From an optimization exercise on the open Yosys and OpenROAD flow, aimed at small area, a short achievable clock period and few clock cycles per item; shortcuts taken in it are not production practice.

==> run R <==
Design aq_axi_sdma64, start of the top module:
module aq_axi_sdma64
(
  input         ARESETN,
  input         ACLK,
  input [15:0]  S_AXI_AWADDR,
  input [3:0]   S_AXI_AWCACHE,
  input [2:0]   S_AXI_AWPROT,
  input         S_AXI_AWVALID,
  output        S_AXI_AWREADY,
  input [31:0]  S_AXI_WDATA,
  input [3:0]   S_AXI_WSTRB,
  input         S_AXI_WVALID,
  output        S_AXI_WREADY,
  output        S_AXI_BVALID,
  input         S_AXI_BREADY,
  output [1:0]  S_AXI_BRESP,
  input [15:0]  S_AXI_ARADDR,
  input [3:0]   S_AXI_ARCACHE,
  input [2:0]   S_AXI_ARPROT,
  input         S_AXI_ARVALID,
  output        S_AXI_ARREADY,
  output [31:0] S_AXI_RDATA,
  output [1:0]  S_AXI_RRESP,
  output        S_AXI_RVALID,
  input         S_AXI_RREADY,
  output [0:0]  M_AXI_AWID,
  output [31:0] M_AXI_AWADDR,
  output [7:0]  M_AXI_AWLEN,
  output [2:0]  M_AXI_AWSIZE,
  output [1:0]  M_AXI_AWBURST,
  output        M_AXI_AWLOCK,
  output [3:0]  M_AXI_AWCACHE,
  output [2:0]  M_AXI_AWPROT,
  output [3:0]  M_AXI_AWQOS,
  output [0:0]  M_AXI_AWUSER,
  output        M_AXI_AWVALID,
  input         M_AXI_AWREADY,
  output [63:0] M_AXI_WDATA,
  output [7:0]  M_AXI_WSTRB,
  output        M_AXI_WLAST,
  output [0:0]  M_AXI_WUSER,
  output        M_AXI_WVALID,
  input         M_AXI_WREADY,
  input [0:0]   M_AXI_BID,
  input [1:0]   M_AXI_BRESP,
  input [0:0]   M_AXI_BUSER,
  input         M_AXI_BVALID,
  output        M_AXI_BREADY,
  output [0:0]  M_AXI_ARID,
  output [31:0] M_AXI_ARADDR,
  output [7:0]  M_AXI_ARLEN,
  output [2:0]  M_AXI_ARSIZE,
  output [1:0]  M_AXI_ARBURST,
  output [1:0]  M_AXI_ARLOCK,
  output [3:0]  M_AXI_ARCACHE,
  output [2:0]  M_AXI_ARPROT,
  output [3:0]  M_AXI_ARQOS,
  output [0:0]  M_AXI_ARUSER,
  output        M_AXI_ARVALID,
  input         M_AXI_ARREADY,
  input [0:0]   M_AXI_RID,
  input [63:0]  M_AXI_RDATA,
  input [1:0]   M_AXI_RRESP,
  input         M_AXI_RLAST,
  input [0:0]   M_AXI_RUSER,
  input         M_AXI_RVALID,
  output        M_AXI_RREADY,
  input [63:0]  W_AXIS_TDATA,
  input         W_AXIS_TVALID,
  output        W_AXIS_TREADY,
  input [7:0]   W_AXIS_TSTRB,
  input         W_AXIS_TKEEP,
  input         W_AXIS_TLAST,
  output [63:0] R_AXIS_TDATA,
  output        R_AXIS_TVALID,
  input         R_AXIS_TREADY,
  output        R_AXIS_TLAST,
  input         W_FRAME_SYNC,
  input         R_FRAME_SYNC,
  output        INTERRUPT
);
make LEC_CHECK=0 ABC_CLOCK_PERIOD_IN_PS=2200 CAP_MARGIN=20 CORE_MARGIN=2 CORE_UTILIZATION=45 PLACE_DENSITY=0.6 SETUP_SLACK_MARGIN=3.2 SLEW_MARGIN=20 finish   # period 5.5 ns
run.sh (not shown) runs the stock make flow with config.mk's settings and CLKGATE_MAP_FILE= SYNTH_SCRIPT=/design/flow/synth_recipe.tcl, a recipe that flattens the netlist after the stock synthesis.
==> run C: changes against run R <==
ABC_CLOCK_PERIOD_IN_PS = default   (was 2200)
SETUP_SLACK_MARGIN = default   (was 3.2)
==> run P: changes against run R <==
--- a/flow/design.v
+++ b/flow/design.v
@@ -78,19 +78,20 @@
   end
   always @(posedge ACLK or negedge ARESETN) begin
     if(!ARESETN) begin
       bvalid <= 1'b0;
       rvalid <= 1'b0;
-      idle   <= 1'b1;
-      rdata  <= 32'd0;
+      idle   <= 1'b0;
     end else begin
       bvalid <= bvalid_n;
       rvalid <= rvalid_n;
       idle   <= ~bvalid_n & ~rvalid_n;
-      if(rd_ena) rdata <= rdata_n;
     end
   end
+  always @(posedge ACLK) begin
+    if(rd_ena) rdata <= rdata_n;
+  end
   assign S_AXI_AWREADY = idle;
   assign S_AXI_WREADY  = idle;
   assign S_AXI_ARREADY = idle;
   assign S_AXI_BVALID  = bvalid;
   assign S_AXI_RVALID  = rvalid;
@@ -168,11 +169,10 @@
   output [7:0]  M_AXI_ARLEN,
   output        M_AXI_ARVALID,
   input         M_AXI_ARREADY,
   input         M_AXI_RLAST,
   input         M_AXI_RVALID,
-  output        M_AXI_RREADY,
   input         MASTER_RST,
   input         WR_START,
   input [31:0]  WR_ADRS,
   input [31:0]  WR_LEN,
   output        WR_READY,
@@ -184,11 +184,11 @@
   input [31:0]  RD_LEN,
   output        RD_READY,
   output        RD_LAST,
   output        RD_INT,
   output        RD_FIFO_WE,
-  input         RD_FIFO_FULL
+  input         RD_FIFO_READY     
 );
   localparam OUTST = 2'd3;
   reg         w_busy, aw_pend, awvalid;
   reg [28:0]  aw_addr;        
   reg [7:0]   aw_len;
@@ -197,11 +197,12 @@
   reg [7:0]   w_l;            
   reg [1:0]   wq, bq;         
   reg         w_act;          
   reg [7:0]   wbeat;
   reg         wlast;
-  wire [7:0]  w_l0     = WR_LEN[10:3] - 8'd1;
+  reg         aw_hs_d;        
+  wire [7:0]  w_li     = WR_LEN[10:3] - 8'd1;
   wire        w_z0     = (WR_LEN[10:3] == 8'd0);
   wire        w_start  = WR_START & ~w_busy;
   wire        aw_hs    = awvalid & M_AXI_AWREADY;
   wire        aw_final = (aw_f == {20'd0, aw_z});
   wire        w_vld    = w_act & ~WR_FIFO_EMPTY;
@@ -210,51 +211,60 @@
   wire        w_done   = b_hs & ~aw_pend & (bq == 2'd1);
   wire        aw_pend_n = aw_pend & ~(aw_hs & aw_final);
   wire [1:0]  bq_n      = bq + {1'b0, aw_hs} - {1'b0, b_hs};
   wire [1:0]  wq_n      = wq + {1'b0, aw_hs} - {1'b0, w_hs & wlast};
   wire [7:0]  wbeat_n   = w_hs ? (wlast ? 8'd0 : wbeat + 8'd1) : wbeat;
-  wire        w_final_n = ~aw_pend_n & (wq_n == 2'd1);
+  wire        w_l0      = (w_l == 8'd0);
+  wire        w_fin_cur = ~aw_pend & (wq == 2'd1);
+  wire        w_inc_last = ((wbeat + 8'd1) == (w_fin_cur ? w_l : 8'hFF));
+  wire        w_end_last = w_l0 & (aw_hs ? (aw_final & (wq == 2'd1)) : (~aw_pend & (wq == 2'd2)));
+  wire        w_new_last = aw_hs & aw_final & w_l0;
+  wire        wlast_n    = w_hs ? (wlast ? w_end_last : w_inc_last)
+                                : ((wq == 2'd0) ? w_new_last : wlast);
   always @(posedge ACLK or negedge ARESETN) begin
     if(!ARESETN) begin
       w_busy  <= 1'b0;
       aw_pend <= 1'b0;
       awvalid <= 1'b0;
       wq      <= 2'd0;
       bq      <= 2'd0;
       w_act   <= 1'b0;
       wbeat   <= 8'd0;
+      aw_hs_d <= 1'b0;
     end else if(MASTER_RST) begin
       w_busy  <= 1'b0;
       aw_pend <= 1'b0;
       awvalid <= 1'b0;
       wq      <= 2'd0;
       bq      <= 2'd0;
       w_act   <= 1'b0;
       wbeat   <= 8'd0;
+      aw_hs_d <= 1'b0;
     end else if(w_start) begin
       w_busy  <= 1'b1;
       aw_pend <= 1'b1;
       awvalid <= 1'b1;
     end else begin
       if(w_done) w_busy <= 1'b0;
       aw_pend <= aw_pend_n;
-      awvalid <= aw_pend_n & (bq_n != OUTST);
+      awvalid <= aw_pend_n & ~aw_hs & (bq_n != OUTST);
+      aw_hs_d <= aw_hs & ~aw_final;
       wq      <= wq_n;
       bq      <= bq_n;
       w_act   <= (wq_n != 2'd0);
       wbeat   <= wbeat_n;
     end
   end
   always @(posedge ACLK) begin
-    wlast <= (wbeat_n == (w_final_n ? w_l : 8'hFF));
+    wlast <= wlast_n;
     if(w_start) begin
       aw_addr <= WR_ADRS[31:3];
       aw_f    <= WR_LEN[31:11];
       aw_z    <= w_z0;
-      aw_len  <= (WR_LEN[31:11] == {20'd0, w_z0}) ? w_l0 : 8'hFF;
-      w_l     <= w_l0;
-    end else if(aw_hs & ~aw_final) begin
+      aw_len  <= (WR_LEN[31:11] == {20'd0, w_z0}) ? w_li : 8'hFF;
+      w_l     <= w_li;
+    end else if(aw_hs_d) begin
       aw_addr[28:8] <= aw_addr[28:8] + 21'd1;
       aw_f          <= aw_f - 21'd1;
       aw_len        <= (aw_f == {19'd0, aw_z, ~aw_z}) ? w_l : 8'hFF;
     end
   end
@@ -272,16 +282,17 @@
   reg [7:0]   ar_len;
   reg [20:0]  ar_f;
   reg         ar_z;
   reg [7:0]   r_l;
   reg [1:0]   rq;             
+  reg         ar_hs_d;
   wire [7:0]  r_l0     = RD_LEN[10:3] - 8'd1;
   wire        r_z0     = (RD_LEN[10:3] == 8'd0);
   wire        r_start  = RD_START & ~r_busy;
   wire        ar_hs    = arvalid & M_AXI_ARREADY;
   wire        ar_final = (ar_f == {20'd0, ar_z});
-  wire        r_hs     = M_AXI_RVALID & ~RD_FIFO_FULL;
+  wire        r_hs     = M_AXI_RVALID & RD_FIFO_READY;
   wire        r_final  = ~ar_pend & (rq == 2'd1);
   wire        r_end    = r_hs & M_AXI_RLAST & (rq != 2'd0);
   wire        r_done   = r_end & r_final;
   wire        ar_pend_n = ar_pend & ~(ar_hs & ar_final);
   wire [1:0]  rq_n      = rq + {1'b0, ar_hs} - {1'b0, r_end};
@@ -289,38 +300,39 @@
     if(!ARESETN) begin
       r_busy  <= 1'b0;
       ar_pend <= 1'b0;
       arvalid <= 1'b0;
       rq      <= 2'd0;
+      ar_hs_d <= 1'b0;
     end else if(r_start) begin
       r_busy  <= 1'b1;
       ar_pend <= 1'b1;
       arvalid <= 1'b1;
     end else begin
       if(r_done) r_busy <= 1'b0;
       ar_pend <= ar_pend_n;
-      arvalid <= ar_pend_n & (rq_n != OUTST);
+      arvalid <= ar_pend_n & ~ar_hs & (rq_n != OUTST);
+      ar_hs_d <= ar_hs & ~ar_final;
       rq      <= rq_n;
     end
   end
   always @(posedge ACLK) begin
     if(r_start) begin
       ar_addr <= RD_ADRS[31:3];
       ar_f    <= RD_LEN[31:11];
       ar_z    <= r_z0;
       ar_len  <= (RD_LEN[31:11] == {20'd0, r_z0}) ? r_l0 : 8'hFF;
       r_l     <= r_l0;
-    end else if(ar_hs & ~ar_final) begin
+    end else if(ar_hs_d) begin
       ar_addr[28:8] <= ar_addr[28:8] + 21'd1;
       ar_f          <= ar_f - 21'd1;
       ar_len        <= (ar_f == {19'd0, ar_z, ~ar_z}) ? r_l : 8'hFF;
     end
   end
   assign M_AXI_ARADDR  = {ar_addr, 3'b000};
   assign M_AXI_ARLEN   = ar_len;
   assign M_AXI_ARVALID = arvalid;
-  assign M_AXI_RREADY  = ~RD_FIFO_FULL;
   assign RD_FIFO_WE    = r_hs;
   assign RD_LAST       = M_AXI_RLAST & r_final;
   assign RD_INT        = r_done;
   assign RD_READY      = ~r_busy;
 endmodule
@@ -333,36 +345,42 @@
   input          RST,
   input          CLK,
   input          WREN,
   input [W-1:0]  DI,
   output         FULL,
+  output         NFULL,       
   input          RDEN,
   output [W-1:0] DO,
   output         EMPTY
 );
   reg [W-1:0] head, skid;
   reg         hv, sv;           
-  wire we = WREN & ~sv;
+  reg         nf;               
+  wire we = WREN & nf;
   wire re = RDEN & hv;
   always @(posedge CLK) begin
     if((re & (sv | we)) | (we & ~hv)) head <= sv ? skid : DI;
     if(we & hv & ~re)                 skid <= DI;
   end
   always @(posedge CLK or negedge RST_N) begin
     if(!RST_N) begin
       hv <= 1'b0;
       sv <= 1'b0;
+      nf <= 1'b0;
     end else if(RST) begin
       hv <= 1'b0;
       sv <= 1'b0;
+      nf <= 1'b1;
     end else begin
       hv <= sv | we | (hv & ~re);
       sv <= (sv & ~re) | (we & hv & ~re);
+      nf <= ~((sv & ~re) | (we & hv & ~re));
     end
   end
   assign DO    = head;
   assign FULL  = sv;
+  assign NFULL = nf;
   assign EMPTY = ~hv;
 endmodule
 module aq_axi_sdma64
 (
   input         ARESETN,
@@ -505,11 +523,10 @@
     .M_AXI_ARLEN    ( M_AXI_ARLEN ),
     .M_AXI_ARVALID  ( M_AXI_ARVALID ),
     .M_AXI_ARREADY  ( M_AXI_ARREADY ),
     .M_AXI_RLAST    ( M_AXI_RLAST ),
     .M_AXI_RVALID   ( M_AXI_RVALID ),
-    .M_AXI_RREADY   ( M_AXI_RREADY ),
     .MASTER_RST     ( master_rst ),
     .WR_START       ( wr_start & W_FRAME_SYNC ),
     .WR_ADRS        ( wr_adrs ),
     .WR_LEN         ( wr_len ),
     .WR_READY       ( wr_ready ),
@@ -521,11 +538,11 @@
     .RD_LEN         ( rd_len ),
     .RD_READY       ( rd_ready ),
     .RD_LAST        ( rd_last ),
     .RD_INT         ( rd_int ),
     .RD_FIFO_WE     ( rd_fifo_we ),
-    .RD_FIFO_FULL   ( rd_fifo_full )
+    .RD_FIFO_READY  ( M_AXI_RREADY )
   );
   assign M_AXI_AWID    = 1'b0;
   assign M_AXI_AWSIZE  = 3'b011;
   assign M_AXI_AWBURST = 2'b01;
   assign M_AXI_AWLOCK  = 1'b0;
@@ -549,10 +566,11 @@
     .RST      ( master_rst ),
     .CLK      ( ACLK ),
     .WREN     ( rd_fifo_we ),
     .DI       ( {rd_last, M_AXI_RDATA} ),
     .FULL     ( rd_fifo_full ),
+    .NFULL    ( M_AXI_RREADY ),
     .RDEN     ( R_AXIS_TREADY ),
     .DO       ( {R_AXIS_TLAST, R_AXIS_TDATA} ),
     .EMPTY    ( rd_fifo_empty )
   );
   assign R_AXIS_TVALID = ~rd_fifo_empty;
@@ -562,11 +580,11 @@
     .RST      ( master_rst ),
     .CLK      ( ACLK ),
     .WREN     ( W_AXIS_TVALID ),
     .DI       ( W_AXIS_TDATA ),
     .FULL     ( wr_fifo_full ),
+    .NFULL    ( W_AXIS_TREADY ),
     .RDEN     ( wr_fifo_re ),
     .DO       ( M_AXI_WDATA ),
     .EMPTY    ( wr_fifo_empty )
   );
-  assign W_AXIS_TREADY = ~wr_fifo_full;
 endmodule
CTS_CLUSTER_DIAMETER = 60   (was default)
CTS_CLUSTER_SIZE = 30   (was default)
==> results_dict.tcl <==
set metrics [dict create \
    status "timing/DRC/antenna clean" \
    n_antenna_cell 6 \
    endpoint_kind "flip-flop" \
    cts_sinks 653 \
    crit_fanout 8 \
    arrival_ps 4250 \
    buf_share 0.129 \
    synth_cells 2042 \
    routedWlPerCell_um 23.4 \
    gp_congestion 0.846 \
    cp.required_ps 6040 \
    slowest_delay_ps 520 \
    start_util 0.455 \
    reg2regPathDepth 6 \
    ys_top_cells_by_count "392 x edfxtp_1, 319 x mux2_2, 259 x dfrtp_1, 175 x nand2_1, 94 x nor2_1" \
    cts_buffers 72 \
]
The numbers above come from run C.

==> results_dict.tcl <==
set metrics [dict create \
    status "timing/DRC/antenna clean" \
    routedWlPerCell_um 23.3 \
    reg2regPathDepth 6 \
    crit_fanout 2 \
    cts_buffers 48 \
    start_util 0.456 \
    arrival_ps 1330 \
    n_antenna_cell 3 \
    slowest_delay_ps 430 \
    buf_share 0.139 \
    synth_cells 2005 \
    cp.required_ps 4400 \
    synth_fa_ha_area_frac 0.00622 \
    die_w_um 254 \
]
The numbers above come from run P.

==> results_dict.tcl <==
set metrics [dict create \
    reg2regPathDepth 7 \
    n_antenna_cell 2 \
    htreeDepth 3 \
    endpoint_kind "flip-flop" \
    cts_buffers 73 \
    synth_cells 2042 \
    start_util 0.455 \
    arrival_ps 3260 \
    slowest_delay_ps 290 \
    ys_top_cells_by_count "392 x edfxtp_1, 319 x mux2_2, 259 x dfrtp_1, 175 x nand2_1, 94 x nor2_1" \
    fmax_mhz 368 \
    crit_fanout 8 \
    status "timing/DRC/antenna clean" \
]
The numbers above come from run R.

No functional check of the RTL was part of any run of this note.

## what the ideal ports hide
How much do the figures lean on ideal ports? The routed layouts below were timed once more, with nothing changed but the port constraints. Step 1 assumes that a clkbuf_16 drives the clock port and a buf_2 every other input. Step 2, shift: input delay + t, output delay - t, t = (earliest + latest rising clock arrival at the registers) / 2. This alone moves slack from input paths to output paths. Slacks: ideal ports / drivers / drivers and shift; pairs: ideal ports / drivers.
run	shift t [ns]	setup WS [ns]	worst setup path at the end
run R	0.659	2.785 / 2.809 / 2.154	input to register
run C	0.652	1.786 / 1.794 / 1.142	input to register
run P	0.667	3.070 / 3.007 / 2.596	input to register
After both steps setup and hold are still met in every run listed. The setup slack of run C, which loses most, moves by +0.008 ns with the drivers and by -0.644 ns with both steps.
